From an optimization exercise on the open Yosys and OpenROAD flow, aimed at small area and a short achievable clock period; shortcuts taken in it are not production practice. No functional check of the RTL was part of any run shown here.

==> flow/design.v, too long to show whole: its modules and the start of the top module <==
// module mult16_top: 17 lines
// module mul_aoi21: 3 lines
// module mul_fa: 4 lines
// module mul_inv: 3 lines
// module mul_mux2i: 3 lines
// module mul_nand2: 3 lines
// module mul_nor2: 3 lines
// module mul_oai21: 3 lines
// module mul_xnor2: 3 lines
// module mul_xor2: 3 lines
// module multiplier_16bit: 2106 lines
module mult16_top (
  input         clk,
  input  [15:0] a,
  input  [15:0] b,
  output [31:0] p
);
  // ...
==> flow/flow/run.sh <==
#!/bin/bash
# The standard layout (the standard.sh), except that the input and output
# port buffers are buf_2 cells and clock tree synthesis inserts no dummy loads.
# All of the flow's output goes to standard.log.
set -e
export BUFFER_PORTS_ARGS="-buffer_cell sky130_fd_sc_hd__buf_2"
export CTS_ARGS="-sink_clustering_enable -repair_clock_nets -dont_use_dummy_load -buf_list sky130_fd_sc_hd__clkbuf_8 -sink_clustering_size 64 -sink_clustering_max_diameter 300"
bash standard.sh > standard.log 2>&1
==> flow/standard.sh <==
#!/bin/bash
# synth_recipe.tcl (not shown) runs the flow's synth.tcl, then flattens the netlist and writes it again
# the make line also repeats each setting of config.mk as NAME=value (left out here)
make -C /OpenROAD-flow-scripts/flow DESIGN_CONFIG=/design/flow/config.mk WORK_HOME=/design/flow/orfs CLKGATE_MAP_FILE= SYNTH_SCRIPT=/design/flow/synth_recipe.tcl "${@:-finish}"
==> flow/config.mk <==
export PLATFORM = sky130hd
export DESIGN_NAME = mult16_top
export DESIGN_NICKNAME = mult16_top
export VERILOG_FILES = /design/flow/design.v
export SDC_FILE = /design/flow/constraint.sdc
export NUM_CORES = 4
export LEC_CHECK = 0
export CAP_MARGIN = 20
export CORE_MARGIN = 2
export CORE_UTILIZATION = 40
export CTS_BUF_LIST = sky130_fd_sc_hd__clkbuf_8
export CTS_CLUSTER_DIAMETER = 300
export CTS_CLUSTER_SIZE = 64
export SLEW_MARGIN = 20
export SYNTH_HIERARCHICAL = 1
export SYNTH_MINIMUM_KEEP_SIZE = 0
==> flow/constraint.sdc <==
create_clock -name core_clock -period 15.0 [get_ports {clk}]
set_input_delay 3.0000 -clock core_clock [delete_from_list [all_inputs] [get_ports {clk}]]
set_output_delay 3.0000 -clock core_clock [all_outputs]
set_load 0.01 [all_outputs]
==> run notes, run 1 <==
* Synth Flop Type: dfxtp_1
* DIE WIDTH at 153 um
* Register Area at 1280 sq um
* Reg2reg start: b_r[8]
* Flop2flop setup slack at 9.89 ns
* Core region area at 21800 sq um
* CTS Buf Count at 9
* Worst EP arrival at 5.32 ns
* Layout cells sized above 1 at 10.1%
* Area growth, synth to finish at 6.23%
* Status: timing/DRC/antenna clean
* Hold EP: p_r[0]
* Post-synthesis cell count at 1043
* TritonCTS clock tree: built
* Vias at 6543
* Vias in the first global route at 7065
* Hold Path Depth at 2
* DRC at 0
* Top cell category: multi-input combinational cells
* Buf/Inv on CP at 3
* Family with the most delay on the worst path: adder cells
* Net count reported at finish at 1297
* WP data required at 15.21 ns
==> inputs of run 2 (changes only) <==
--- a/flow/design.v
+++ b/flow/design.v
@@ -1126,55 +1126,16 @@
   wire n1079;
   wire n1080;
   wire n1081;
   wire n1082;
   wire n1083;
   wire n1084;
   wire n1085;
   wire n1086;
-  wire n1087;
-  wire n1088;
-  wire n1089;
-  wire n1090;
-  wire n1091;
-  wire n1092;
-  wire n1093;
-  wire n1094;
-  wire n1095;
-  wire n1096;
-  wire n1097;
-  wire n1098;
-  wire n1099;
-  wire n1100;
-  wire n1101;
-  wire n1102;
-  wire n1103;
-  wire n1104;
-  wire n1105;
-  wire n1106;
-  wire n1107;
-  wire n1108;
-  wire n1109;
-  wire n1110;
-  wire n1111;
-  wire n1112;
-  wire n1113;
-  wire n1114;
-  wire n1115;
-  wire n1116;
-  wire n1117;
-  wire n1118;
-  wire n1119;
-  wire n1120;
-  wire n1121;
-  wire n1122;
-  wire n1123;
-  wire n1124;
-  wire n1125;
   mul_inv u0 (.a(a[0]), .y(n1));
   mul_inv u1 (.a(a[0]), .y(n2));
   mul_inv u2 (.a(a[1]), .y(n3));
   mul_inv u3 (.a(a[1]), .y(n4));
   mul_inv u4 (.a(a[2]), .y(n5));
   mul_inv u5 (.a(a[2]), .y(n6));
   mul_inv u6 (.a(a[3]), .y(n7));
   mul_inv u7 (.a(a[3]), .y(n8));
@@ -1873,280 +1834,241 @@
   mul_nand2 u700 (.a(n545), .b(n799), .y(n879));
   mul_oai21 u701 (.a1(n879), .a2(n873), .b1(n878), .y(n880));
   mul_oai21 u702 (.a1(n802), .a2(n878), .b1(n803), .y(n881));
   mul_nor2 u703 (.a(n802), .b(n879), .y(n882));
   mul_inv u704 (.a(n873), .y(n883));
   mul_aoi21 u705 (.a1(n882), .a2(n883), .b1(n881), .y(n884));
   mul_oai21 u706 (.a1(n804), .a2(n803), .b1(n805), .y(n885));
   mul_nor2 u707 (.a(n804), .b(n802), .y(n886));
-  mul_nand2 u708 (.a(n886), .b(n545), .y(n887));
-  mul_inv u709 (.a(n885), .y(n888));
-  mul_inv u710 (.a(n877), .y(n889));
-  mul_oai21 u711 (.a1(n887), .a2(n889), .b1(n888), .y(n890));
-  mul_oai21 u712 (.a1(n806), .a2(n805), .b1(n807), .y(n891));
-  mul_nor2 u713 (.a(n806), .b(n804), .y(n892));
-  mul_inv u714 (.a(n803), .y(n893));
-  mul_aoi21 u715 (.a1(n892), .a2(n893), .b1(n891), .y(n894));
-  mul_inv u716 (.a(n802), .y(n895));
-  mul_nand2 u717 (.a(n892), .b(n895), .y(n896));
-  mul_inv u718 (.a(n894), .y(n897));
-  mul_inv u719 (.a(n896), .y(n898));
-  mul_aoi21 u720 (.a1(n898), .a2(n880), .b1(n897), .y(n899));
-  mul_inv u721 (.a(n807), .y(n900));
-  mul_aoi21 u722 (.a1(n808), .a2(n900), .b1(n809), .y(n901));
-  mul_inv u723 (.a(n808), .y(n902));
-  mul_nor2 u724 (.a(n902), .b(n806), .y(n903));
-  mul_inv u725 (.a(n903), .y(n904));
-  mul_inv u726 (.a(n885), .y(n905));
-  mul_oai21 u727 (.a1(n904), .a2(n905), .b1(n901), .y(n906));
-  mul_inv u728 (.a(n886), .y(n907));
-  mul_nor2 u729 (.a(n904), .b(n907), .y(n908));
-  mul_aoi21 u730 (.a1(n908), .a2(n880), .b1(n906), .y(n909));
-  mul_inv u731 (.a(n812), .y(n910));
-  mul_inv u732 (.a(n811), .y(n911));
-  mul_aoi21 u733 (.a1(n911), .a2(n809), .b1(n910), .y(n912));
-  mul_nand2 u734 (.a(n911), .b(n808), .y(n913));
-  mul_oai21 u735 (.a1(n913), .a2(n807), .b1(n912), .y(n914));
-  mul_nor2 u736 (.a(n913), .b(n806), .y(n915));
-  mul_aoi21 u737 (.a1(n915), .a2(n885), .b1(n914), .y(n916));
-  mul_nand2 u738 (.a(n915), .b(n886), .y(n917));
-  mul_inv u739 (.a(n880), .y(n918));
-  mul_oai21 u740 (.a1(n917), .a2(n918), .b1(n916), .y(n919));
-  mul_oai21 u741 (.a1(n814), .a2(n812), .b1(n815), .y(n920));
-  mul_nor2 u742 (.a(n814), .b(n811), .y(n921));
-  mul_aoi21 u743 (.a1(n921), .a2(n809), .b1(n920), .y(n922));
-  mul_nand2 u744 (.a(n921), .b(n808), .y(n923));
-  mul_inv u745 (.a(n891), .y(n924));
-  mul_oai21 u746 (.a1(n923), .a2(n924), .b1(n922), .y(n925));
-  mul_inv u747 (.a(n923), .y(n926));
-  mul_nand2 u748 (.a(n926), .b(n892), .y(n927));
-  mul_inv u749 (.a(n927), .y(n928));
-  mul_inv u750 (.a(n925), .y(n929));
-  mul_inv u751 (.a(n928), .y(n930));
-  mul_oai21 u752 (.a1(n930), .a2(n884), .b1(n929), .y(n931));
-  mul_oai21 u753 (.a1(n817), .a2(n815), .b1(n818), .y(n932));
-  mul_nor2 u754 (.a(n817), .b(n814), .y(n933));
-  mul_inv u755 (.a(n932), .y(n934));
-  mul_inv u756 (.a(n933), .y(n935));
-  mul_oai21 u757 (.a1(n935), .a2(n912), .b1(n934), .y(n936));
-  mul_nor2 u758 (.a(n935), .b(n913), .y(n937));
-  mul_aoi21 u759 (.a1(n937), .a2(n891), .b1(n936), .y(n938));
-  mul_nand2 u760 (.a(n937), .b(n892), .y(n939));
-  mul_oai21 u761 (.a1(n939), .a2(n884), .b1(n938), .y(n940));
-  mul_inv u762 (.a(n818), .y(n941));
-  mul_aoi21 u763 (.a1(n820), .a2(n941), .b1(n821), .y(n942));
-  mul_inv u764 (.a(n817), .y(n943));
-  mul_nand2 u765 (.a(n820), .b(n943), .y(n944));
-  mul_inv u766 (.a(n920), .y(n945));
-  mul_oai21 u767 (.a1(n944), .a2(n945), .b1(n942), .y(n946));
-  mul_inv u768 (.a(n921), .y(n947));
-  mul_nor2 u769 (.a(n944), .b(n947), .y(n948));
-  mul_inv u770 (.a(n903), .y(n949));
-  mul_oai21 u771 (.a1(n949), .a2(n805), .b1(n901), .y(n950));
-  mul_nor2 u772 (.a(n949), .b(n804), .y(n951));
-  mul_aoi21 u773 (.a1(n948), .a2(n950), .b1(n946), .y(n952));
-  mul_nand2 u774 (.a(n948), .b(n951), .y(n953));
-  mul_oai21 u775 (.a1(n953), .a2(n884), .b1(n952), .y(n954));
-  mul_aoi21 u776 (.a1(n823), .a2(n821), .b1(n824), .y(n955));
-  mul_nand2 u777 (.a(n823), .b(n820), .y(n956));
-  mul_inv u778 (.a(n955), .y(n957));
-  mul_inv u779 (.a(n956), .y(n958));
-  mul_aoi21 u780 (.a1(n958), .a2(n932), .b1(n957), .y(n959));
-  mul_nand2 u781 (.a(n958), .b(n933), .y(n960));
-  mul_inv u782 (.a(n912), .y(n961));
-  mul_inv u783 (.a(n913), .y(n962));
-  mul_aoi21 u784 (.a1(n962), .a2(n891), .b1(n961), .y(n963));
-  mul_nand2 u785 (.a(n962), .b(n892), .y(n964));
-  mul_oai21 u786 (.a1(n960), .a2(n963), .b1(n959), .y(n965));
-  mul_nor2 u787 (.a(n960), .b(n964), .y(n966));
-  mul_inv u788 (.a(n884), .y(n967));
-  mul_aoi21 u789 (.a1(n966), .a2(n967), .b1(n965), .y(n968));
-  mul_aoi21 u790 (.a1(n826), .a2(n824), .b1(n827), .y(n969));
-  mul_nand2 u791 (.a(n826), .b(n823), .y(n970));
-  mul_inv u792 (.a(n821), .y(n971));
-  mul_oai21 u793 (.a1(n970), .a2(n971), .b1(n969), .y(n972));
-  mul_inv u794 (.a(n970), .y(n973));
-  mul_nand2 u795 (.a(n973), .b(n820), .y(n974));
-  mul_inv u796 (.a(n974), .y(n975));
-  mul_aoi21 u797 (.a1(n975), .a2(n932), .b1(n972), .y(n976));
-  mul_nand2 u798 (.a(n975), .b(n933), .y(n977));
-  mul_oai21 u799 (.a1(n977), .a2(n963), .b1(n976), .y(n978));
-  mul_nor2 u800 (.a(n977), .b(n964), .y(n979));
-  mul_inv u801 (.a(n884), .y(n980));
-  mul_aoi21 u802 (.a1(n979), .a2(n980), .b1(n978), .y(n981));
-  mul_inv u803 (.a(n830), .y(n982));
-  mul_inv u804 (.a(n829), .y(n983));
-  mul_aoi21 u805 (.a1(n983), .a2(n827), .b1(n982), .y(n984));
-  mul_nand2 u806 (.a(n983), .b(n826), .y(n985));
-  mul_inv u807 (.a(n824), .y(n986));
-  mul_oai21 u808 (.a1(n985), .a2(n986), .b1(n984), .y(n987));
-  mul_inv u809 (.a(n823), .y(n988));
-  mul_nor2 u810 (.a(n985), .b(n988), .y(n989));
-  mul_aoi21 u811 (.a1(n989), .a2(n821), .b1(n987), .y(n990));
-  mul_nand2 u812 (.a(n989), .b(n820), .y(n991));
-  mul_inv u813 (.a(n932), .y(n992));
-  mul_oai21 u814 (.a1(n991), .a2(n992), .b1(n990), .y(n993));
-  mul_inv u815 (.a(n933), .y(n994));
-  mul_nor2 u816 (.a(n991), .b(n994), .y(n995));
-  mul_inv u817 (.a(n993), .y(n996));
-  mul_inv u818 (.a(n995), .y(n997));
-  mul_oai21 u819 (.a1(n997), .a2(n963), .b1(n996), .y(n998));
-  mul_nor2 u820 (.a(n997), .b(n964), .y(n999));
-  mul_inv u821 (.a(n884), .y(n1000));
-  mul_aoi21 u822 (.a1(n999), .a2(n1000), .b1(n998), .y(n1001));
-  mul_oai21 u823 (.a1(n831), .a2(n830), .b1(n832), .y(n1002));
-  mul_nor2 u824 (.a(n831), .b(n829), .y(n1003));
-  mul_aoi21 u825 (.a1(n1003), .a2(n827), .b1(n1002), .y(n1004));
-  mul_nand2 u826 (.a(n1003), .b(n826), .y(n1005));
-  mul_inv u827 (.a(n824), .y(n1006));
+  mul_aoi21 u708 (.a1(n886), .a2(n880), .b1(n885), .y(n887));
+  mul_oai21 u709 (.a1(n806), .a2(n805), .b1(n807), .y(n888));
+  mul_nor2 u710 (.a(n806), .b(n804), .y(n889));
+  mul_inv u711 (.a(n545), .y(n890));
+  mul_nor2 u712 (.a(n802), .b(n890), .y(n891));
+  mul_inv u713 (.a(n803), .y(n892));
+  mul_aoi21 u714 (.a1(n889), .a2(n892), .b1(n888), .y(n893));
+  mul_nand2 u715 (.a(n889), .b(n891), .y(n894));
+  mul_inv u716 (.a(n877), .y(n895));
+  mul_oai21 u717 (.a1(n894), .a2(n895), .b1(n893), .y(n896));
+  mul_aoi21 u718 (.a1(n808), .a2(n888), .b1(n809), .y(n897));
+  mul_nand2 u719 (.a(n808), .b(n889), .y(n898));
+  mul_oai21 u720 (.a1(n898), .a2(n803), .b1(n897), .y(n899));
+  mul_inv u721 (.a(n898), .y(n900));
+  mul_nand2 u722 (.a(n900), .b(n891), .y(n901));
+  mul_inv u723 (.a(n901), .y(n902));
+  mul_aoi21 u724 (.a1(n902), .a2(n877), .b1(n899), .y(n903));
+  mul_inv u725 (.a(n812), .y(n904));
+  mul_inv u726 (.a(n811), .y(n905));
+  mul_aoi21 u727 (.a1(n905), .a2(n809), .b1(n904), .y(n906));
+  mul_nand2 u728 (.a(n905), .b(n808), .y(n907));
+  mul_inv u729 (.a(n906), .y(n908));
+  mul_inv u730 (.a(n907), .y(n909));
+  mul_aoi21 u731 (.a1(n909), .a2(n888), .b1(n908), .y(n910));
+  mul_nand2 u732 (.a(n909), .b(n889), .y(n911));
+  mul_oai21 u733 (.a1(n911), .a2(n884), .b1(n910), .y(n912));
+  mul_oai21 u734 (.a1(n814), .a2(n906), .b1(n815), .y(n913));
+  mul_nor2 u735 (.a(n814), .b(n907), .y(n914));
+  mul_inv u736 (.a(n807), .y(n915));
+  mul_inv u737 (.a(n806), .y(n916));
+  mul_aoi21 u738 (.a1(n916), .a2(n885), .b1(n915), .y(n917));
+  mul_nand2 u739 (.a(n916), .b(n886), .y(n918));
+  mul_inv u740 (.a(n913), .y(n919));
+  mul_inv u741 (.a(n914), .y(n920));
+  mul_oai21 u742 (.a1(n920), .a2(n917), .b1(n919), .y(n921));
+  mul_nor2 u743 (.a(n920), .b(n918), .y(n922));
+  mul_aoi21 u744 (.a1(n922), .a2(n880), .b1(n921), .y(n923));
+  mul_oai21 u745 (.a1(n814), .a2(n812), .b1(n815), .y(n924));
+  mul_nor2 u746 (.a(n814), .b(n811), .y(n925));
+  mul_inv u747 (.a(n818), .y(n926));
+  mul_inv u748 (.a(n817), .y(n927));
+  mul_aoi21 u749 (.a1(n927), .a2(n924), .b1(n926), .y(n928));
+  mul_nand2 u750 (.a(n927), .b(n925), .y(n929));
+  mul_inv u751 (.a(n807), .y(n930));
+  mul_aoi21 u752 (.a1(n808), .a2(n930), .b1(n809), .y(n931));
+  mul_inv u753 (.a(n808), .y(n932));
+  mul_nor2 u754 (.a(n932), .b(n806), .y(n933));
+  mul_oai21 u755 (.a1(n929), .a2(n931), .b1(n928), .y(n934));
+  mul_inv u756 (.a(n929), .y(n935));
+  mul_nand2 u757 (.a(n935), .b(n933), .y(n936));
+  mul_inv u758 (.a(n936), .y(n937));
+  mul_inv u759 (.a(n934), .y(n938));
+  mul_inv u760 (.a(n937), .y(n939));
+  mul_oai21 u761 (.a1(n939), .a2(n887), .b1(n938), .y(n940));
+  mul_oai21 u762 (.a1(n817), .a2(n815), .b1(n818), .y(n941));
+  mul_nor2 u763 (.a(n817), .b(n814), .y(n942));
+  mul_aoi21 u764 (.a1(n820), .a2(n941), .b1(n821), .y(n943));
+  mul_nand2 u765 (.a(n820), .b(n942), .y(n944));
+  mul_oai21 u766 (.a1(n944), .a2(n910), .b1(n943), .y(n945));
+  mul_nor2 u767 (.a(n944), .b(n911), .y(n946));
+  mul_inv u768 (.a(n884), .y(n947));
+  mul_aoi21 u769 (.a1(n946), .a2(n947), .b1(n945), .y(n948));
+  mul_aoi21 u770 (.a1(n823), .a2(n821), .b1(n824), .y(n949));
+  mul_nand2 u771 (.a(n823), .b(n820), .y(n950));
+  mul_oai21 u772 (.a1(n950), .a2(n928), .b1(n949), .y(n951));
+  mul_nor2 u773 (.a(n950), .b(n929), .y(n952));
+  mul_inv u774 (.a(n933), .y(n953));
+  mul_inv u775 (.a(n885), .y(n954));
+  mul_oai21 u776 (.a1(n953), .a2(n954), .b1(n931), .y(n955));
+  mul_inv u777 (.a(n886), .y(n956));
+  mul_nor2 u778 (.a(n953), .b(n956), .y(n957));
+  mul_aoi21 u779 (.a1(n952), .a2(n955), .b1(n951), .y(n958));
+  mul_nand2 u780 (.a(n952), .b(n957), .y(n959));
+  mul_inv u781 (.a(n880), .y(n960));
+  mul_oai21 u782 (.a1(n959), .a2(n960), .b1(n958), .y(n961));
+  mul_aoi21 u783 (.a1(n826), .a2(n824), .b1(n827), .y(n962));
+  mul_nand2 u784 (.a(n826), .b(n823), .y(n963));
+  mul_inv u785 (.a(n821), .y(n964));
+  mul_oai21 u786 (.a1(n963), .a2(n964), .b1(n962), .y(n965));
+  mul_inv u787 (.a(n963), .y(n966));
+  mul_nand2 u788 (.a(n966), .b(n820), .y(n967));
+  mul_inv u789 (.a(n941), .y(n968));
+  mul_inv u790 (.a(n942), .y(n969));
+  mul_oai21 u791 (.a1(n969), .a2(n906), .b1(n968), .y(n970));
+  mul_nor2 u792 (.a(n969), .b(n907), .y(n971));
+  mul_inv u793 (.a(n967), .y(n972));
+  mul_aoi21 u794 (.a1(n972), .a2(n970), .b1(n965), .y(n973));
+  mul_nand2 u795 (.a(n972), .b(n971), .y(n974));
+  mul_inv u796 (.a(n973), .y(n975));
+  mul_inv u797 (.a(n974), .y(n976));
+  mul_aoi21 u798 (.a1(n976), .a2(n896), .b1(n975), .y(n977));
+  mul_oai21 u799 (.a1(n829), .a2(n962), .b1(n830), .y(n978));
+  mul_nor2 u800 (.a(n829), .b(n963), .y(n979));
+  mul_inv u801 (.a(n818), .y(n980));
+  mul_aoi21 u802 (.a1(n820), .a2(n980), .b1(n821), .y(n981));
+  mul_inv u803 (.a(n817), .y(n982));
+  mul_nand2 u804 (.a(n820), .b(n982), .y(n983));
+  mul_inv u805 (.a(n924), .y(n984));
+  mul_oai21 u806 (.a1(n983), .a2(n984), .b1(n981), .y(n985));
+  mul_inv u807 (.a(n925), .y(n986));
+  mul_nor2 u808 (.a(n983), .b(n986), .y(n987));
+  mul_aoi21 u809 (.a1(n979), .a2(n985), .b1(n978), .y(n988));
+  mul_nand2 u810 (.a(n979), .b(n987), .y(n989));
+  mul_oai21 u811 (.a1(n989), .a2(n903), .b1(n988), .y(n990));
+  mul_oai21 u812 (.a1(n831), .a2(n830), .b1(n832), .y(n991));
+  mul_nor2 u813 (.a(n831), .b(n829), .y(n992));
+  mul_aoi21 u814 (.a1(n992), .a2(n827), .b1(n991), .y(n993));
+  mul_nand2 u815 (.a(n992), .b(n826), .y(n994));
+  mul_inv u816 (.a(n949), .y(n995));
+  mul_inv u817 (.a(n950), .y(n996));
+  mul_aoi21 u818 (.a1(n996), .a2(n941), .b1(n995), .y(n997));
+  mul_nand2 u819 (.a(n996), .b(n942), .y(n998));
+  mul_oai21 u820 (.a1(n994), .a2(n997), .b1(n993), .y(n999));
+  mul_nor2 u821 (.a(n994), .b(n998), .y(n1000));
+  mul_oai21 u822 (.a1(n911), .a2(n803), .b1(n910), .y(n1001));
+  mul_inv u823 (.a(n891), .y(n1002));
+  mul_nor2 u824 (.a(n911), .b(n1002), .y(n1003));
+  mul_aoi21 u825 (.a1(n1000), .a2(n1001), .b1(n999), .y(n1004));
+  mul_nand2 u826 (.a(n1000), .b(n1003), .y(n1005));
+  mul_inv u827 (.a(n877), .y(n1006));
   mul_oai21 u828 (.a1(n1005), .a2(n1006), .b1(n1004), .y(n1007));
-  mul_inv u829 (.a(n823), .y(n1008));
-  mul_nor2 u830 (.a(n1005), .b(n1008), .y(n1009));
-  mul_inv u831 (.a(n1007), .y(n1010));
-  mul_inv u832 (.a(n1009), .y(n1011));
-  mul_oai21 u833 (.a1(n1011), .a2(n942), .b1(n1010), .y(n1012));
-  mul_nor2 u834 (.a(n1011), .b(n944), .y(n1013));
-  mul_inv u835 (.a(n920), .y(n1014));
-  mul_inv u836 (.a(n921), .y(n1015));
-  mul_oai21 u837 (.a1(n1015), .a2(n901), .b1(n1014), .y(n1016));
-  mul_inv u838 (.a(n1015), .y(n1017));
-  mul_nand2 u839 (.a(n1017), .b(n903), .y(n1018));
-  mul_aoi21 u840 (.a1(n1013), .a2(n1016), .b1(n1012), .y(n1019));
-  mul_inv u841 (.a(n1013), .y(n1020));
-  mul_nor2 u842 (.a(n1020), .b(n1018), .y(n1021));
-  mul_inv u843 (.a(n1021), .y(n1022));
-  mul_inv u844 (.a(n890), .y(n1023));
-  mul_oai21 u845 (.a1(n1022), .a2(n1023), .b1(n1019), .y(n1024));
-  mul_oai21 u846 (.a1(n833), .a2(n832), .b1(n834), .y(n1025));
-  mul_nor2 u847 (.a(n833), .b(n831), .y(n1026));
-  mul_inv u848 (.a(n830), .y(n1027));
-  mul_aoi21 u849 (.a1(n1026), .a2(n1027), .b1(n1025), .y(n1028));
-  mul_inv u850 (.a(n1026), .y(n1029));
-  mul_nor2 u851 (.a(n1029), .b(n829), .y(n1030));
-  mul_inv u852 (.a(n1030), .y(n1031));
-  mul_inv u853 (.a(n827), .y(n1032));
-  mul_oai21 u854 (.a1(n1031), .a2(n1032), .b1(n1028), .y(n1033));
-  mul_inv u855 (.a(n826), .y(n1034));
-  mul_nor2 u856 (.a(n1031), .b(n1034), .y(n1035));
-  mul_aoi21 u857 (.a1(n1035), .a2(n824), .b1(n1033), .y(n1036));
-  mul_nand2 u858 (.a(n1035), .b(n823), .y(n1037));
-  mul_oai21 u859 (.a1(n1037), .a2(n942), .b1(n1036), .y(n1038));
-  mul_nor2 u860 (.a(n1037), .b(n944), .y(n1039));
-  mul_aoi21 u861 (.a1(n1039), .a2(n1016), .b1(n1038), .y(n1040));
-  mul_inv u862 (.a(n1039), .y(n1041));
-  mul_nor2 u863 (.a(n1041), .b(n1018), .y(n1042));
-  mul_inv u864 (.a(n1042), .y(n1043));
-  mul_inv u865 (.a(n890), .y(n1044));
-  mul_oai21 u866 (.a1(n1043), .a2(n1044), .b1(n1040), .y(n1045));
-  mul_oai21 u867 (.a1(n835), .a2(n834), .b1(n836), .y(n1046));
-  mul_nor2 u868 (.a(n835), .b(n833), .y(n1047));
-  mul_inv u869 (.a(n832), .y(n1048));
-  mul_aoi21 u870 (.a1(n1047), .a2(n1048), .b1(n1046), .y(n1049));
-  mul_inv u871 (.a(n1047), .y(n1050));
-  mul_nor2 u872 (.a(n1050), .b(n831), .y(n1051));
-  mul_inv u873 (.a(n1051), .y(n1052));
-  mul_oai21 u874 (.a1(n1052), .a2(n830), .b1(n1049), .y(n1053));
-  mul_nor2 u875 (.a(n1052), .b(n829), .y(n1054));
-  mul_inv u876 (.a(n1053), .y(n1055));
-  mul_inv u877 (.a(n1054), .y(n1056));
-  mul_oai21 u878 (.a1(n1056), .a2(n969), .b1(n1055), .y(n1057));
-  mul_nor2 u879 (.a(n1056), .b(n970), .y(n1058));
-  mul_inv u880 (.a(n1057), .y(n1059));
-  mul_inv u881 (.a(n1058), .y(n1060));
-  mul_oai21 u882 (.a1(n1060), .a2(n942), .b1(n1059), .y(n1061));
-  mul_nor2 u883 (.a(n1060), .b(n944), .y(n1062));
-  mul_aoi21 u884 (.a1(n1062), .a2(n1016), .b1(n1061), .y(n1063));
-  mul_inv u885 (.a(n1062), .y(n1064));
-  mul_nor2 u886 (.a(n1064), .b(n1018), .y(n1065));
-  mul_inv u887 (.a(n1065), .y(n1066));
-  mul_inv u888 (.a(n890), .y(n1067));
-  mul_oai21 u889 (.a1(n1066), .a2(n1067), .b1(n1063), .y(n1068));
-  mul_oai21 u890 (.a1(n837), .a2(n836), .b1(n838), .y(n1069));
-  mul_nor2 u891 (.a(n837), .b(n835), .y(n1070));
-  mul_inv u892 (.a(n1069), .y(n1071));
-  mul_inv u893 (.a(n1070), .y(n1072));
-  mul_oai21 u894 (.a1(n1072), .a2(n834), .b1(n1071), .y(n1073));
-  mul_nor2 u895 (.a(n1072), .b(n833), .y(n1074));
-  mul_inv u896 (.a(n832), .y(n1075));
-  mul_aoi21 u897 (.a1(n1074), .a2(n1075), .b1(n1073), .y(n1076));
-  mul_inv u898 (.a(n1074), .y(n1077));
-  mul_nor2 u899 (.a(n1077), .b(n831), .y(n1078));
-  mul_inv u900 (.a(n1078), .y(n1079));
-  mul_oai21 u901 (.a1(n1079), .a2(n830), .b1(n1076), .y(n1080));
-  mul_nor2 u902 (.a(n1079), .b(n829), .y(n1081));
-  mul_inv u903 (.a(n1080), .y(n1082));
-  mul_inv u904 (.a(n1081), .y(n1083));
-  mul_oai21 u905 (.a1(n1083), .a2(n969), .b1(n1082), .y(n1084));
-  mul_nor2 u906 (.a(n1083), .b(n970), .y(n1085));
-  mul_inv u907 (.a(n1084), .y(n1086));
-  mul_inv u908 (.a(n1085), .y(n1087));
-  mul_oai21 u909 (.a1(n1087), .a2(n942), .b1(n1086), .y(n1088));
-  mul_nor2 u910 (.a(n1087), .b(n944), .y(n1089));
-  mul_aoi21 u911 (.a1(n1089), .a2(n1016), .b1(n1088), .y(n1090));
-  mul_inv u912 (.a(n1089), .y(n1091));
-  mul_nor2 u913 (.a(n1091), .b(n1018), .y(n1092));
-  mul_inv u914 (.a(n1092), .y(n1093));
-  mul_inv u915 (.a(n890), .y(n1094));
-  mul_oai21 u916 (.a1(n1093), .a2(n1094), .b1(n1090), .y(n1095));
-  mul_inv u917 (.a(n776), .y(n1096));
-  mul_xnor2 u918 (.a(n777), .b(n321), .y(n1097));
-  mul_xnor2 u919 (.a(n840), .b(n325), .y(n1098));
-  mul_xnor2 u920 (.a(n842), .b(n331), .y(n1099));
-  mul_xor2 u921 (.a(n844), .b(n779), .y(n1100));
-  mul_xnor2 u922 (.a(n845), .b(n782), .y(n1101));
-  mul_xor2 u923 (.a(n849), .b(n785), .y(n1102));
-  mul_xor2 u924 (.a(n852), .b(n788), .y(n1103));
-  mul_xnor2 u925 (.a(n853), .b(n791), .y(n1104));
-  mul_xor2 u926 (.a(n856), .b(n794), .y(n1105));
-  mul_xor2 u927 (.a(n859), .b(n435), .y(n1106));
-  mul_xnor2 u928 (.a(n864), .b(n797), .y(n1107));
-  mul_xnor2 u929 (.a(n868), .b(n486), .y(n1108));
-  mul_xnor2 u930 (.a(n873), .b(n799), .y(n1109));
-  mul_xor2 u931 (.a(n877), .b(n545), .y(n1110));
-  mul_xnor2 u932 (.a(n880), .b(n802), .y(n1111));
-  mul_xor2 u933 (.a(n884), .b(n804), .y(n1112));
-  mul_xnor2 u934 (.a(n890), .b(n806), .y(n1113));
-  mul_xnor2 u935 (.a(n899), .b(n808), .y(n1114));
-  mul_xor2 u936 (.a(n909), .b(n811), .y(n1115));
-  mul_xnor2 u937 (.a(n919), .b(n814), .y(n1116));
-  mul_xnor2 u938 (.a(n931), .b(n817), .y(n1117));
-  mul_xor2 u939 (.a(n940), .b(n820), .y(n1118));
-  mul_xor2 u940 (.a(n954), .b(n823), .y(n1119));
-  mul_xnor2 u941 (.a(n968), .b(n826), .y(n1120));
-  mul_xor2 u942 (.a(n981), .b(n829), .y(n1121));
-  mul_xor2 u943 (.a(n1001), .b(n831), .y(n1122));
-  mul_xnor2 u944 (.a(n1024), .b(n833), .y(n1123));
-  mul_xnor2 u945 (.a(n1045), .b(n835), .y(n1124));
-  mul_xnor2 u946 (.a(n1068), .b(n837), .y(n1125));
+  mul_oai21 u829 (.a1(n833), .a2(n832), .b1(n834), .y(n1008));
+  mul_nor2 u830 (.a(n833), .b(n831), .y(n1009));
+  mul_inv u831 (.a(n830), .y(n1010));
+  mul_aoi21 u832 (.a1(n1009), .a2(n1010), .b1(n1008), .y(n1011));
+  mul_inv u833 (.a(n1009), .y(n1012));
+  mul_nor2 u834 (.a(n1012), .b(n829), .y(n1013));
+  mul_inv u835 (.a(n1013), .y(n1014));
+  mul_inv u836 (.a(n827), .y(n1015));
+  mul_oai21 u837 (.a1(n1014), .a2(n1015), .b1(n1011), .y(n1016));
+  mul_inv u838 (.a(n826), .y(n1017));
+  mul_nor2 u839 (.a(n1014), .b(n1017), .y(n1018));
+  mul_inv u840 (.a(n1016), .y(n1019));
+  mul_inv u841 (.a(n1018), .y(n1020));
+  mul_oai21 u842 (.a1(n1020), .a2(n997), .b1(n1019), .y(n1021));
+  mul_nor2 u843 (.a(n1020), .b(n998), .y(n1022));
+  mul_aoi21 u844 (.a1(n1022), .a2(n1001), .b1(n1021), .y(n1023));
+  mul_nand2 u845 (.a(n1022), .b(n1003), .y(n1024));
+  mul_inv u846 (.a(n877), .y(n1025));
+  mul_oai21 u847 (.a1(n1024), .a2(n1025), .b1(n1023), .y(n1026));
+  mul_oai21 u848 (.a1(n835), .a2(n834), .b1(n836), .y(n1027));
+  mul_nor2 u849 (.a(n835), .b(n833), .y(n1028));
+  mul_aoi21 u850 (.a1(n1028), .a2(n991), .b1(n1027), .y(n1029));
+  mul_nand2 u851 (.a(n1028), .b(n992), .y(n1030));
+  mul_inv u852 (.a(n967), .y(n1031));
+  mul_aoi21 u853 (.a1(n1031), .a2(n941), .b1(n965), .y(n1032));
+  mul_nand2 u854 (.a(n1031), .b(n942), .y(n1033));
+  mul_oai21 u855 (.a1(n1030), .a2(n1032), .b1(n1029), .y(n1034));
+  mul_nor2 u856 (.a(n1030), .b(n1033), .y(n1035));
+  mul_aoi21 u857 (.a1(n1035), .a2(n912), .b1(n1034), .y(n1036));
+  mul_oai21 u858 (.a1(n837), .a2(n836), .b1(n838), .y(n1037));
+  mul_nor2 u859 (.a(n837), .b(n835), .y(n1038));
+  mul_inv u860 (.a(n1037), .y(n1039));
+  mul_inv u861 (.a(n1038), .y(n1040));
+  mul_oai21 u862 (.a1(n1040), .a2(n834), .b1(n1039), .y(n1041));
+  mul_nor2 u863 (.a(n1040), .b(n833), .y(n1042));
+  mul_aoi21 u864 (.a1(n1042), .a2(n991), .b1(n1041), .y(n1043));
+  mul_nand2 u865 (.a(n1042), .b(n992), .y(n1044));
+  mul_inv u866 (.a(n1043), .y(n1045));
+  mul_inv u867 (.a(n1044), .y(n1046));
+  mul_aoi21 u868 (.a1(n1046), .a2(n965), .b1(n1045), .y(n1047));
+  mul_inv u869 (.a(n1046), .y(n1048));
+  mul_nor2 u870 (.a(n1048), .b(n967), .y(n1049));
+  mul_inv u871 (.a(n1049), .y(n1050));
+  mul_inv u872 (.a(n1047), .y(n1051));
+  mul_inv u873 (.a(n1050), .y(n1052));
+  mul_aoi21 u874 (.a1(n1052), .a2(n934), .b1(n1051), .y(n1053));
+  mul_inv u875 (.a(n936), .y(n1054));
+  mul_nand2 u876 (.a(n1052), .b(n1054), .y(n1055));
+  mul_oai21 u877 (.a1(n1055), .a2(n887), .b1(n1053), .y(n1056));
+  mul_inv u878 (.a(n776), .y(n1057));
+  mul_xnor2 u879 (.a(n777), .b(n321), .y(n1058));
+  mul_xnor2 u880 (.a(n840), .b(n325), .y(n1059));
+  mul_xnor2 u881 (.a(n842), .b(n331), .y(n1060));
+  mul_xor2 u882 (.a(n844), .b(n779), .y(n1061));
+  mul_xnor2 u883 (.a(n845), .b(n782), .y(n1062));
+  mul_xor2 u884 (.a(n849), .b(n785), .y(n1063));
+  mul_xor2 u885 (.a(n852), .b(n788), .y(n1064));
+  mul_xnor2 u886 (.a(n853), .b(n791), .y(n1065));
+  mul_xor2 u887 (.a(n856), .b(n794), .y(n1066));
+  mul_xor2 u888 (.a(n859), .b(n435), .y(n1067));
+  mul_xnor2 u889 (.a(n864), .b(n797), .y(n1068));
+  mul_xnor2 u890 (.a(n868), .b(n486), .y(n1069));
+  mul_xnor2 u891 (.a(n873), .b(n799), .y(n1070));
+  mul_xor2 u892 (.a(n877), .b(n545), .y(n1071));
+  mul_xnor2 u893 (.a(n880), .b(n802), .y(n1072));
+  mul_xor2 u894 (.a(n884), .b(n804), .y(n1073));
+  mul_xor2 u895 (.a(n887), .b(n806), .y(n1074));
+  mul_xor2 u896 (.a(n896), .b(n808), .y(n1075));
+  mul_xor2 u897 (.a(n903), .b(n811), .y(n1076));
+  mul_xnor2 u898 (.a(n912), .b(n814), .y(n1077));
+  mul_xor2 u899 (.a(n923), .b(n817), .y(n1078));
+  mul_xor2 u900 (.a(n940), .b(n820), .y(n1079));
+  mul_xnor2 u901 (.a(n948), .b(n823), .y(n1080));
+  mul_xor2 u902 (.a(n961), .b(n826), .y(n1081));
+  mul_xor2 u903 (.a(n977), .b(n829), .y(n1082));
+  mul_xnor2 u904 (.a(n990), .b(n831), .y(n1083));
+  mul_xnor2 u905 (.a(n1007), .b(n833), .y(n1084));
+  mul_xnor2 u906 (.a(n1026), .b(n835), .y(n1085));
+  mul_xor2 u907 (.a(n1036), .b(n837), .y(n1086));
   assign o[0] = n65;
-  assign o[1] = n1096;
-  assign o[2] = n1097;
-  assign o[3] = n1098;
-  assign o[4] = n1099;
-  assign o[5] = n1100;
-  assign o[6] = n1101;
-  assign o[7] = n1102;
-  assign o[8] = n1103;
-  assign o[9] = n1104;
-  assign o[10] = n1105;
-  assign o[11] = n1106;
-  assign o[12] = n1107;
-  assign o[13] = n1108;
-  assign o[14] = n1109;
-  assign o[15] = n1110;
-  assign o[16] = n1111;
-  assign o[17] = n1112;
-  assign o[18] = n1113;
-  assign o[19] = n1114;
-  assign o[20] = n1115;
-  assign o[21] = n1116;
-  assign o[22] = n1117;
-  assign o[23] = n1118;
-  assign o[24] = n1119;
-  assign o[25] = n1120;
-  assign o[26] = n1121;
-  assign o[27] = n1122;
-  assign o[28] = n1123;
-  assign o[29] = n1124;
-  assign o[30] = n1125;
-  assign o[31] = n1095;
+  assign o[1] = n1057;
+  assign o[2] = n1058;
+  assign o[3] = n1059;
+  assign o[4] = n1060;
+  assign o[5] = n1061;
+  assign o[6] = n1062;
+  assign o[7] = n1063;
+  assign o[8] = n1064;
+  assign o[9] = n1065;
+  assign o[10] = n1066;
+  assign o[11] = n1067;
+  assign o[12] = n1068;
+  assign o[13] = n1069;
+  assign o[14] = n1070;
+  assign o[15] = n1071;
+  assign o[16] = n1072;
+  assign o[17] = n1073;
+  assign o[18] = n1074;
+  assign o[19] = n1075;
+  assign o[20] = n1076;
+  assign o[21] = n1077;
+  assign o[22] = n1078;
+  assign o[23] = n1079;
+  assign o[24] = n1080;
+  assign o[25] = n1081;
+  assign o[26] = n1082;
+  assign o[27] = n1083;
+  assign o[28] = n1084;
+  assign o[29] = n1085;
+  assign o[30] = n1086;
+  assign o[31] = n1056;
 endmodule
==> run 2 against run 1 <==
Non-clock buffer count unchanged. Clock skew decreased by 0.0092 ns. Worst hold slack got worse by 0.0068 ns. Wire length decreased by 1.0%. Die area decreased by 1.7%. Worst setup slack improved by 0.072 ns. Critical path depth decreased by 1. Via count decreased by 2.9%. Sequential cell count unchanged. Critical endpoint is now p_r[26]. Synthesized cell count decreased by 3.7%. Clock-buffer cell count unchanged.
==> run notes, run 2 <==
* Status: timing/DRC/antenna clean
* DIE WIDTH at 152 um (-0.83%)
* Max-cap violations at 0
* Worst Setup SP: a_r[0]
* Syn Area/Cell at 8.72 sq um
* Top-count cell post-synth: nor2_1
* WL final at 19500 um
* Postcts setup bufs at 0
* # clock sinks at 64
* Die height at 152 um
* Clk buf depth at 2
* Core region area at 21600 sq um (-0.93%)
* Top Usage Layer GRT: met2
* DR iter-0 viols at 313
* Post-synth EDFFs at 0
* Largest registers: p_r x32, a_r x16, b_r x16
* RSZ-0062 raised after global routing: false
* Final min period at 5.04 ns
* GR Util met1 at 20.4%
* Initial Util at 40.5%
* CTS Buf Count at 9 (unchanged)
* Wirelength per Cell at 14.7 um
* Sequential share of the synthesized area at 14.6%
* Period utilization at 33.6%
* DR pass1 iterations at 5
* R2R Path End: p_r[26]
* Reg clk slew, reported paths at 0.09 ns
* Number of distinct library cells after synthesis at 11
* HPWL after detailed placement at 16400 um
* Most flops, register: p_r
* FFs w/ async S/R, synth at 0%
* Net count reported at finish at 1258 (-3.0%)
* Num ports at 65
* Hold Path Depth at 2 (unchanged)
* Area growth, synth to finish at 6.33%
* DRC at 0 (unchanged)
* Crit end category: flip-flop
* Warnings, synthesis at 7
* Initial antenna violation count at 0
* ANT nets after route at 0
* Max_slew headroom at 53.5%
* Hold EP: p_r[0]
* N_diodes at 0
* Max FO, Critical Path at 8
* Max FFs per register at 32
* M3 GR Usage at 2.77%
* Placer congestion estimate at 0.882
* CTS Hold Buffers Added at 0
* Flop2flop setup slack at 9.96 ns (+0.07 ns)
* Slew @ Worst Pin at 0.695 ns
* Final hold violation count at 0
* Startpoint Class: flip-flop
* Synth Register Bits at 64
* Largest net degree at the start of global routing at 13
* Most common cell after layout, fill and taps aside: nor2_1
* Post-CTS Resized at 0
* Post-synthesis cell count at 1004 (-3.7%)
* Fillers at 2231
* Area of the multi-input gates at 6610 sq um
* R2R cell count at 18
* Area contributors post-synth: fa_1, dfxtp_1, nor2_1, xnor2_1, inv_1
* Final Non-Filler Cells at 1325
* Synth Flop Type: dfxtp_1
* First-pass GRT wire length at 33300 um
* Critical path class: flip-flop to flip-flop
* WP data required at 15.22 ns (about the same)
* H-tree depth at 3
* Fmax at 198 MHz
* Total global routing overflow at 0
* Cell taking the most area after synthesis: fa_1
* Worst-Skew Late Latency at 0.38 ns
* Vias/cell at 4.79
* Root Buffer: clkbuf_8
* Placed insts at 1316
* Layout cells sized above 1 at 10.6% (+0.47 points)
* Register Area at 1280 sq um (unchanged)
* Synth top area share at 40.7%
* Hold_sp: a_r[0]
* Vias at 6353 (-2.9%)
* Core Rows at 54
* Worst min path class: flip-flop to flip-flop
* Reg2reg start: a_r[0]
* GR Layer Usage met2 at 33.3%
* Commonest cells in the netlist: nor2_1, fa_1, inv_1
* Final Max Tran Viols at 0
* Global-route usage over all layers at 17.9%
* Most frequent cells in the layout: nor2_1, fa_1, inv_1
* Vias in the first global route at 7027 (-0.54%)
* Worst EP arrival at 5.26 ns (-0.06 ns)
* Syn_nets at 1215
* Setup_tns at 0 ns
* TritonCTS clock tree: built
* Worst Skew at 0.0322 ns
* Syn Std Cell Area at 8750 sq um
* DIE AREA at 23100 sq um
* Buffers on Ports at 64
* Endpoints failing setup at 0
==> run 2: changes by cell type after synthesis <==
cell and change:
xnor2_1 -3, nor2_1 -11, o21ai_1 -8, xor2_1 +3
nand2_1 +4, a21oi_2 +1, inv_1 -25
==> run 2: area by class of cell <==
class                      instances  share of cell area (%)
clock buffer                       9                    1.33
sequential                        64                    13.8
timing repair buffer              64                    3.44
inverter                         165                    6.66
multi-input combinational        743                    71.0
tap                              280                    3.76
==> run 2: stage by stage <==
stage                     worst slack (ns)  utilization, %  area [sq um]  hold slack [ns]
after global placement               10.08            42.5          9180            0.582
after CTS                             9.98            43.0          9310            0.591
after detailed placement             10.02            42.5          9180            0.590
after global routing                  9.54            43.0          9310            0.617
final                                 9.96            43.0          9310            0.581
after floorplan                      10.37               -          8750            0.612
==> run 2: logic make-up after synthesis <==
group	share of synthesized area (%)
buf+inv	9.82
flops	14.6
fa+ha+maj	40.7
xor+xnor	10.8
simple gates	15.2
compound gates	6.20
mux	2.63
==> run 2: how the worst max path moves through the flow <==
stage | to | slack [ns]
detailed placement | p_r[26] | 10.02
finish | p_r[26] | 9.96
CTS | p_r[26] | 9.98
global placement | p_r[26] | 10.08
global route | p_r[26] | 9.54
floorplan | p_r[26] | 10.37
==> run 2: per-layer routing <==
metal	routed length, um	part of all wire [%]
met1	7790	40
met3	805	4.1
met5	0	0
met2	10200	52
met4	671	3.4
==> run 2: Yosys stat by module (local to each module, per instance), a selection <==
module	flops+latches	cells	area, sq um	copies in the design
multiplier_16bit	0	32	240	1
mult16_top	64	64	1280	1
mul_aoi21	0	1	8.76	38
mul_nor2	0	1	3.75	298
mul_nand2	0	1	3.75	56
mul_fa	0	1	20.0	178
==> run 2: worst max-delay path: stages, from the launching register on <==
cell and delay [ns]:
dfxtp_1 0.31, inv_1 0.22, nor2_1 0.11, fa_1 0.47
fa_1 0.44, fa_1 0.39, fa_1 0.38, xnor2_1 0.27
xnor2_1 0.19, nand2_1 0.09, xnor2_1 0.27, mux2i_1 0.30
xor2_1 0.37, nand2_1 0.09, o21ai_1 0.40, inv_1 0.10
o21ai_1 0.25, a21oi_2 0.09, xor2_1 0.14

==> what the ideal ports hide <==
Ports are ideal in the flow. The routed layouts listed here were re-timed in OpenROAD.
Step 1 (the two cells are an assumption about what drives the block):
set clk [get_ports {clk}]
set_driving_cell -lib_cell sky130_fd_sc_hd__clkbuf_16 $clk
set_driving_cell -lib_cell sky130_fd_sc_hd__buf_2 [delete_from_list [all_inputs] $clk]
Step 2, shift: input delay + t, output delay - t, t = (earliest + latest rising clock arrival at the registers) / 2. This alone moves slack from input paths to output paths.
Slacks: ideal / step 1 / step 2; pairs: ideal / step 1.
| run | t (ns) | slack for setup (ns) | clock arrival spread, ns | worst register clock-pin slew, ns |
|---|---|---|---|---|
| run 1 | 0.399 | 9.888 / 9.888 / 9.888 | 0.041 / 0.041 | 0.09 / 0.09 |
| run 2 | 0.403 | 9.959 / 9.959 / 9.959 | 0.032 / 0.032 | 0.09 / 0.09 |
After both steps setup and hold are still met in every run listed.
